Background: an optimization exercise with open tools, aiming at small area. Do not read the settings as production practice.
RTL that was checked went through simulation tests only; none was proved equivalent to the original.
The flow treats the clock pin as an ideal source. Dropping or thinning the clock tree relies on that and would not hold on a real chip.

==> run a <==
==> flow/design.v <==
module EF_PSRAM_CTRL_V2 (
    input   wire            clk,
    input   wire            rst,
    input   wire [23:0]     addr,
    input   wire [31: 0]    data_i,
    output  wire [31: 0]    data_o,
    input   wire [2:0]      size,
    input   wire            start,
    output  wire            done,
    input   wire  [3:0]     wait_states,
    input   wire  [7:0]     cmd,
    input   wire            rd_wr,
    input   wire            qspi,
    input   wire            qpi,
    input   wire            short_cmd,
    output  reg             sck,
    output  reg             ce_n,
    input   wire [3:0]      din,
    output  wire [3:0]      dout,
    output  wire [3:0]      douten
);
    reg         busy;
    reg [6:0]   counter;
    wire        quad = qpi | qspi;
    wire [6:0]  base        = qpi ? 7'd8 : (qspi ? 7'd14 : 7'd32);
    wire [6:0]  data_count  = quad ? {3'd0, size, 1'b0} : {1'b0, size, 3'd0};
    wire [6:0]  final_count = short_cmd ? 7'd8 :
                              base + (rd_wr ? {3'd0, wait_states} : 7'd0) + data_count;
    assign done = (counter == final_count);
    always @(posedge clk or posedge rst)
        if (rst)
            busy <= 1'b0;
        else if (busy)
            busy <= ~done;
        else
            busy <= start;
    always @(posedge clk or posedge rst)
        if (rst)
            ce_n <= 1'b1;
        else
            ce_n <= done | ~busy;
    always @(posedge clk or posedge rst)
        if (rst) begin
            counter <= 7'd0;
            sck     <= 1'b0;
        end else if (ce_n) begin
            counter <= 7'd0;
            sck     <= 1'b0;
        end else if (~done)
            {counter, sck} <= {counter, sck} + 8'd1;
    wire [63:0] stream;
    genvar gi;
    generate
        for (gi = 0; gi < 8; gi = gi + 1) begin : g_cmd
            assign stream[gi] = cmd[7 - gi];
        end
        for (gi = 0; gi < 24; gi = gi + 1) begin : g_addr
            assign stream[8 + gi] = addr[23 - gi];
        end
        for (gi = 0; gi < 32; gi = gi + 1) begin : g_data
            assign stream[32 + gi] = data_i[8 * (gi / 8) + 7 - (gi % 8)];
        end
    endgenerate
    wire        serial = ~qpi & (~qspi | (counter < 7'd8));
    wire [4:0]  nib    = qpi ? counter[4:0] : (counter[4:0] - 5'd6);
    wire [3:0]  m      = serial ? counter[5:2] : nib[3:0];
    wire        zero   = ~serial & nib[4];
    wire [15:0] sel;
    generate
        for (gi = 0; gi < 16; gi = gi + 1) begin : g_sel
            assign sel[gi] = (m == gi);
        end
    endgenerate
    wire [3:0]  q;
    generate
        for (gi = 0; gi < 4; gi = gi + 1) begin : g_q
            wire [15:0] lane;
            genvar gk;
            for (gk = 0; gk < 16; gk = gk + 1) begin : g_l
                assign lane[gk] = stream[4 * gk + gi];
            end
            assign q[gi] = |(lane & sel);
        end
    endgenerate
    wire [1:0]  bsel = serial ? counter[1:0] : 2'b11;
    assign dout[0] = (serial & counter[6]) ? data_i[0] : (~zero & q[bsel]);
    assign dout[1] = ~zero & q[2];
    assign dout[2] = ~zero & q[1];
    assign dout[3] = ~zero & q[0];
    wire        lt8  = (counter < 7'd8);
    wire        lt14 = (counter < 7'd14);
    assign douten[0]   = ~quad | ~rd_wr | lt8 | (~qpi & lt14);
    assign douten[3:1] = {3{qpi ? (lt8 | ~rd_wr) : (qspi & ~lt8 & (lt14 | ~rd_wr))}};
    reg  [31:0] data;
    wire [1:0]  phase = counter[1:0] - wait_states[1:0];
    wire [3:0]  lane_en;
    wire [3:0]  src;
    wire [3:0]  entry = {1'b1, size == 3'd3, size == 3'd2, size == 3'd1};
    generate
        for (gi = 0; gi < 4; gi = gi + 1) begin : g_lane
            assign lane_en[gi] = sck & (quad | (phase == 2'd3 - gi));
            assign src[gi]     = quad ? din[gi] : din[1];
        end
    endgenerate
    genvar gb, gj;
    generate
        for (gb = 0; gb < 4; gb = gb + 1) begin : g_byte
            for (gj = 0; gj < 4; gj = gj + 1) begin : g_bit
                wire chain_in;
                if (gb == 3) begin : g_top
                    assign chain_in = src[gj];
                end else begin : g_mid
                    assign chain_in = entry[gb] ? src[gj] : data[8 * gb + 12 + gj];
                end
                always @(posedge clk)
                    if (lane_en[gj]) begin
                        data[8 * gb + 4 + gj] <= data[8 * gb + gj];
                        data[8 * gb + gj]     <= chain_in;
                    end
            end
        end
    endgenerate
    assign data_o = data;
endmodule
==> flow/flow/run.sh <==
#!/bin/bash
# Standard layout, with two changes: an area-oriented ABC script for the
# technology mapping, and the smallest buffer on each input and output port.
set -euo pipefail
here=$(pwd)
export BUFFER_PORTS_ARGS="-buffer_cell sky130_fd_sc_hd__buf_1"
export AREA_ABC_SCRIPT=$here/flow/area.abc
cat flow/abc_override.tcl synth_recipe.tcl > area_synth.tcl
bash standard.sh SYNTH_SCRIPT=$here/area_synth.tcl finish > standard.log 2>&1
==> flow/flow/abc_override.tcl <==
# Map with an area-oriented ABC script in place of ORFS's.
proc abc {args} {
  set i [lsearch -exact $args -script]
  if { $i >= 0 } { lset args [expr { $i + 1 }] $::env(AREA_ABC_SCRIPT) }
  yosys abc {*}$args
}
==> flow/flow/area.abc <==
strash
dc2
dch -f
amap
==> flow/standard.sh <==
#!/bin/bash
# synth_recipe.tcl (not shown) runs the flow's synth.tcl, then flattens the netlist and writes it again
# the make line also repeats each setting of config.mk as NAME=value (left out here)
make -C /OpenROAD-flow-scripts/flow DESIGN_CONFIG=/design/flow/config.mk WORK_HOME=/design/flow/orfs CLKGATE_MAP_FILE= SYNTH_SCRIPT=/design/flow/synth_recipe.tcl "${@:-finish}"
==> flow/config.mk <==
export PLATFORM = sky130hd
export DESIGN_NAME = EF_PSRAM_CTRL_V2
export DESIGN_NICKNAME = EF_PSRAM_CTRL_V2
export VERILOG_FILES = /design/flow/design.v
export SDC_FILE = /design/flow/constraint.sdc
export NUM_CORES = 4
export LEC_CHECK = 0
export ABC_AREA = 1
export CAP_MARGIN = 20
export CORE_MARGIN = 2
export CORE_UTILIZATION = 40
export GPL_TIMING_DRIVEN = 0
export SLEW_MARGIN = 20
==> flow/constraint.sdc <==
create_clock -name core_clock -period 6.5 [get_ports {clk}]
set_input_delay 1.3000 -clock core_clock [delete_from_list [all_inputs] [get_ports {clk}]]
set_output_delay 1.3000 -clock core_clock [all_outputs]
set_load 0.01 [all_outputs]
==> inputs of run b, as changes to run a <==
--- a/flow/design.v
+++ b/flow/design.v
@@ -23,9 +23,9 @@
     reg [6:0]   counter;
     wire        quad = qpi | qspi;
-    wire [6:0]  base        = qpi ? 7'd8 : (qspi ? 7'd14 : 7'd32);
-    wire [6:0]  data_count  = quad ? {3'd0, size, 1'b0} : {1'b0, size, 3'd0};
-    wire [6:0]  final_count = short_cmd ? 7'd8 :
-                              base + (rd_wr ? {3'd0, wait_states} : 7'd0) + data_count;
-    assign done = (counter == final_count);
+    wire [6:0]  cq = (qspi & ~qpi) ? counter - 7'd6 : counter;
+    wire [6:0]  k  = quad ? {2'b00, size[2], ~size[2], size[1:0], 1'b0}
+                          : {size[2], ~size[2], size[1:0], 3'b000};
+    wire [6:0]  w  = rd_wr ? {3'd0, wait_states} : 7'd0;
+    assign done = short_cmd ? (counter == 7'd8) : (cq == k + w);
     always @(posedge clk or posedge rst)
         if (rst)
@@ -63,13 +63,5 @@
     endgenerate
     wire        serial = ~qpi & (~qspi | (counter < 7'd8));
-    wire [4:0]  nib    = qpi ? counter[4:0] : (counter[4:0] - 5'd6);
-    wire [3:0]  m      = serial ? counter[5:2] : nib[3:0];
-    wire        zero   = ~serial & nib[4];
-    wire [15:0] sel;
-    generate
-        for (gi = 0; gi < 16; gi = gi + 1) begin : g_sel
-            assign sel[gi] = (m == gi);
-        end
-    endgenerate
+    wire [4:0]  m      = serial ? counter[6:2] : cq[4:0];
     wire [3:0]  q;
     generate
@@ -80,12 +72,12 @@
                 assign lane[gk] = stream[4 * gk + gi];
             end
-            assign q[gi] = |(lane & sel);
+            assign q[gi] = lane[m[3:0]] & ~m[4];
         end
     endgenerate
     wire [1:0]  bsel = serial ? counter[1:0] : 2'b11;
-    assign dout[0] = (serial & counter[6]) ? data_i[0] : (~zero & q[bsel]);
-    assign dout[1] = ~zero & q[2];
-    assign dout[2] = ~zero & q[1];
-    assign dout[3] = ~zero & q[0];
+    assign dout[0] = q[bsel] | (serial & counter[6] & data_i[0]);
+    assign dout[1] = q[2];
+    assign dout[2] = q[1];
+    assign dout[3] = q[0];
     wire        lt8  = (counter < 7'd8);
     wire        lt14 = (counter < 7'd14);
==> flow/flow/run.sh (replaced) <==
#!/bin/bash
# Standard layout, with these changes: an area-oriented ABC script for the
# technology mapping, the smallest buffer on each input and output port, and
# a clock tree without dummy loads whose root buffer is removed after CTS (the
# clock port drives the tree's few leaf buffers directly).
set -euo pipefail
here=$(pwd)
export BUFFER_PORTS_ARGS="-buffer_cell sky130_fd_sc_hd__buf_1"
export AREA_ABC_SCRIPT=$here/flow/area.abc
export CTS_ARGS="-sink_clustering_enable -repair_clock_nets -dont_use_dummy_load"
cat flow/abc_override.tcl synth_recipe.tcl > area_synth.tcl
bash standard.sh SYNTH_SCRIPT=$here/area_synth.tcl cts > standard_cts.log 2>&1
CTS_ODB=$here/orfs/results/$FLOW_PLATFORM/EF_PSRAM_CTRL_V2/base/4_cts.odb \
  openroad -no_init -no_splash -exit $here/flow/clock_tree.tcl > clock_tree.log 2>&1
bash standard.sh SYNTH_SCRIPT=$here/area_synth.tcl finish > standard.log 2>&1
==> flow/flow/clock_tree.tcl (new file) <==
read_db $::env(CTS_ODB)
set block [ord::get_db_block]
set clk_net [$block findNet clk]
set root ""
foreach it [$clk_net getITerms] {
  if { [string match sky130_fd_sc_hd__clkbuf_* [[[$it getInst] getMaster] getName]] } {
    set root [$it getInst]
  }
}
if { $root == "" || [llength [$clk_net getITerms]] != 1 } { error "unexpected clock root" }
set root_out [[$root findITerm X] getNet]
set loads {}
foreach it [$root_out getITerms] {
  if { [$it getInst] != $root } { lappend loads $it }
}
set ok [expr { [llength $loads] <= 4 }]
foreach it $loads {
  if { ![string match sky130_fd_sc_hd__clkbuf_* [[[$it getInst] getMaster] getName]] } { set ok 0 }
}
if { $ok } {
  foreach it $loads {
    $it disconnect
    $it connect $clk_net
  }
  [$root findITerm A] disconnect
  [$root findITerm X] disconnect
  odb::dbInst_destroy $root
  odb::dbNet_destroy $root_out
  puts "clock tree: removed root buffer; the clock port drives [llength $loads] buffers"
} else {
  puts "clock tree: kept as built"
}
write_db $::env(CTS_ODB)
- CORE_UTILIZATION: 40 -> 75
- GPL_TIMING_DRIVEN: 0 -> unset
==> inputs of run c, as changes to run a <==
--- a/flow/design.v
+++ b/flow/design.v
@@ -23,9 +23,9 @@
     reg [6:0]   counter;
     wire        quad = qpi | qspi;
-    wire [6:0]  base        = qpi ? 7'd8 : (qspi ? 7'd14 : 7'd32);
-    wire [6:0]  data_count  = quad ? {3'd0, size, 1'b0} : {1'b0, size, 3'd0};
-    wire [6:0]  final_count = short_cmd ? 7'd8 :
-                              base + (rd_wr ? {3'd0, wait_states} : 7'd0) + data_count;
-    assign done = (counter == final_count);
+    wire [6:0]  cq = (qspi & ~qpi) ? counter - 7'd6 : counter;
+    wire [6:0]  k  = quad ? {2'b00, size[2], ~size[2], size[1:0], 1'b0}
+                          : {size[2], ~size[2], size[1:0], 3'b000};
+    wire [6:0]  w  = rd_wr ? {3'd0, wait_states} : 7'd0;
+    assign done = short_cmd ? (counter == 7'd8) : (cq == k + w);
     always @(posedge clk or posedge rst)
         if (rst)
@@ -63,13 +63,5 @@
     endgenerate
     wire        serial = ~qpi & (~qspi | (counter < 7'd8));
-    wire [4:0]  nib    = qpi ? counter[4:0] : (counter[4:0] - 5'd6);
-    wire [3:0]  m      = serial ? counter[5:2] : nib[3:0];
-    wire        zero   = ~serial & nib[4];
-    wire [15:0] sel;
-    generate
-        for (gi = 0; gi < 16; gi = gi + 1) begin : g_sel
-            assign sel[gi] = (m == gi);
-        end
-    endgenerate
+    wire [4:0]  m      = serial ? counter[6:2] : cq[4:0];
     wire [3:0]  q;
     generate
@@ -80,12 +72,12 @@
                 assign lane[gk] = stream[4 * gk + gi];
             end
-            assign q[gi] = |(lane & sel);
+            assign q[gi] = lane[m[3:0]] & ~m[4];
         end
     endgenerate
     wire [1:0]  bsel = serial ? counter[1:0] : 2'b11;
-    assign dout[0] = (serial & counter[6]) ? data_i[0] : (~zero & q[bsel]);
-    assign dout[1] = ~zero & q[2];
-    assign dout[2] = ~zero & q[1];
-    assign dout[3] = ~zero & q[0];
+    assign dout[0] = q[bsel] | (serial & counter[6] & data_i[0]);
+    assign dout[1] = q[2];
+    assign dout[2] = q[1];
+    assign dout[3] = q[0];
     wire        lt8  = (counter < 7'd8);
     wire        lt14 = (counter < 7'd14);
==> flow/flow/run.sh (replaced) <==
#!/bin/bash
# Standard layout, with these changes: an area-oriented ABC script for the
# technology mapping, the smallest buffer on each input and output port, and
# a clock tree without dummy loads whose root buffer is removed after CTS (the
# clock port drives the tree's few leaf buffers directly).
set -euo pipefail
here=$(pwd)
export BUFFER_PORTS_ARGS="-buffer_cell sky130_fd_sc_hd__buf_1"
export AREA_ABC_SCRIPT=$here/flow/area.abc
export CTS_ARGS="-sink_clustering_enable -repair_clock_nets -dont_use_dummy_load"
cat flow/abc_override.tcl synth_recipe.tcl > area_synth.tcl
bash standard.sh SYNTH_SCRIPT=$here/area_synth.tcl cts > standard_cts.log 2>&1
CTS_ODB=$here/orfs/results/$FLOW_PLATFORM/EF_PSRAM_CTRL_V2/base/4_cts.odb \
  openroad -no_init -no_splash -exit $here/flow/clock_tree.tcl > clock_tree.log 2>&1
bash standard.sh SYNTH_SCRIPT=$here/area_synth.tcl finish > standard.log 2>&1
==> flow/flow/clock_tree.tcl (new file) <==
read_db $::env(CTS_ODB)
set block [ord::get_db_block]
set clk_net [$block findNet clk]
set root ""
foreach it [$clk_net getITerms] {
  if { [string match sky130_fd_sc_hd__clkbuf_* [[[$it getInst] getMaster] getName]] } {
    set root [$it getInst]
  }
}
if { $root == "" || [llength [$clk_net getITerms]] != 1 } { error "unexpected clock root" }
set root_out [[$root findITerm X] getNet]
set loads {}
foreach it [$root_out getITerms] {
  if { [$it getInst] != $root } { lappend loads $it }
}
set ok [expr { [llength $loads] <= 4 }]
foreach it $loads {
  if { ![string match sky130_fd_sc_hd__clkbuf_* [[[$it getInst] getMaster] getName]] } { set ok 0 }
}
if { $ok } {
  foreach it $loads {
    $it disconnect
    $it connect $clk_net
  }
  [$root findITerm A] disconnect
  [$root findITerm X] disconnect
  odb::dbInst_destroy $root
  odb::dbNet_destroy $root_out
  puts "clock tree: removed root buffer; the clock port drives [llength $loads] buffers"
} else {
  puts "clock tree: kept as built"
}
write_db $::env(CTS_ODB)
- CORE_UTILIZATION: 40 -> 60
- GPL_TIMING_DRIVEN: 0 -> unset
==> summary of the runs <==
Run a ran to the end with no violations. Run c completed with no timing, DRC or antenna violations. Run b did not get past global placement (3_3_place_gp) on GPL-0301. Of run c and run a, run a has the higher non-clock buffer count (gap 2). Against run c, the cell area of run a is larger by 8.2%. Between run c and run a, the lower synthesized cell count is in run a (gap about 4%, measured against run a). Clock skew: run c is higher than run a (0.0060 ns). In critical path depth, run c and run a do not differ. In run c the routed wire length is lower than in run a, by 3.4%. Between run a and run c, the lower global-route usage is in run a (gap 11 points). Core utilization: run a is lower than run c (24 points). Against run c, the worst hold slack of run a is worse by 0.0044 ns.
Only the layout flow was run in run a; the RTL was not checked for function there.

[re-timing with driven ports]
No port has a modelled driver above. Below, the same layouts with a new extraction and two added sets of constraints.
Step 1 assumes that a clkbuf_16 drives the clock port and a buf_2 every other input.
Step 2 moves the port delays by t, midway between the first and last clock arrival at a register: inputs arrive t later, outputs are due t later. That takes back most of the time a late clock gives input paths.
a / b / c = ideal ports / drivers / drivers and shift; a / b = the first two.
| run | shift t [ns] | slack for setup (ns) | hold slack, ns | latest minus earliest clock arrival (ns) | worst slew at a driven data input, ns |
|---|---|---|---|---|---|
| run a | 0.328 | 0.192 / 0.168 / 0.168 | 0.413 / 0.413 / 0.413 | 0.014 / 0.015 | 0.06 |
| run c | 0.189 | 0.436 / 0.399 / 0.399 | 0.418 / 0.418 / 0.418 | 0.023 / 0.022 | 0.04 |
After both steps setup and hold are still met in every run listed. For run c, which loses most, drivers alone change the setup slack by -0.037 ns; drivers and shift together by -0.037 ns.
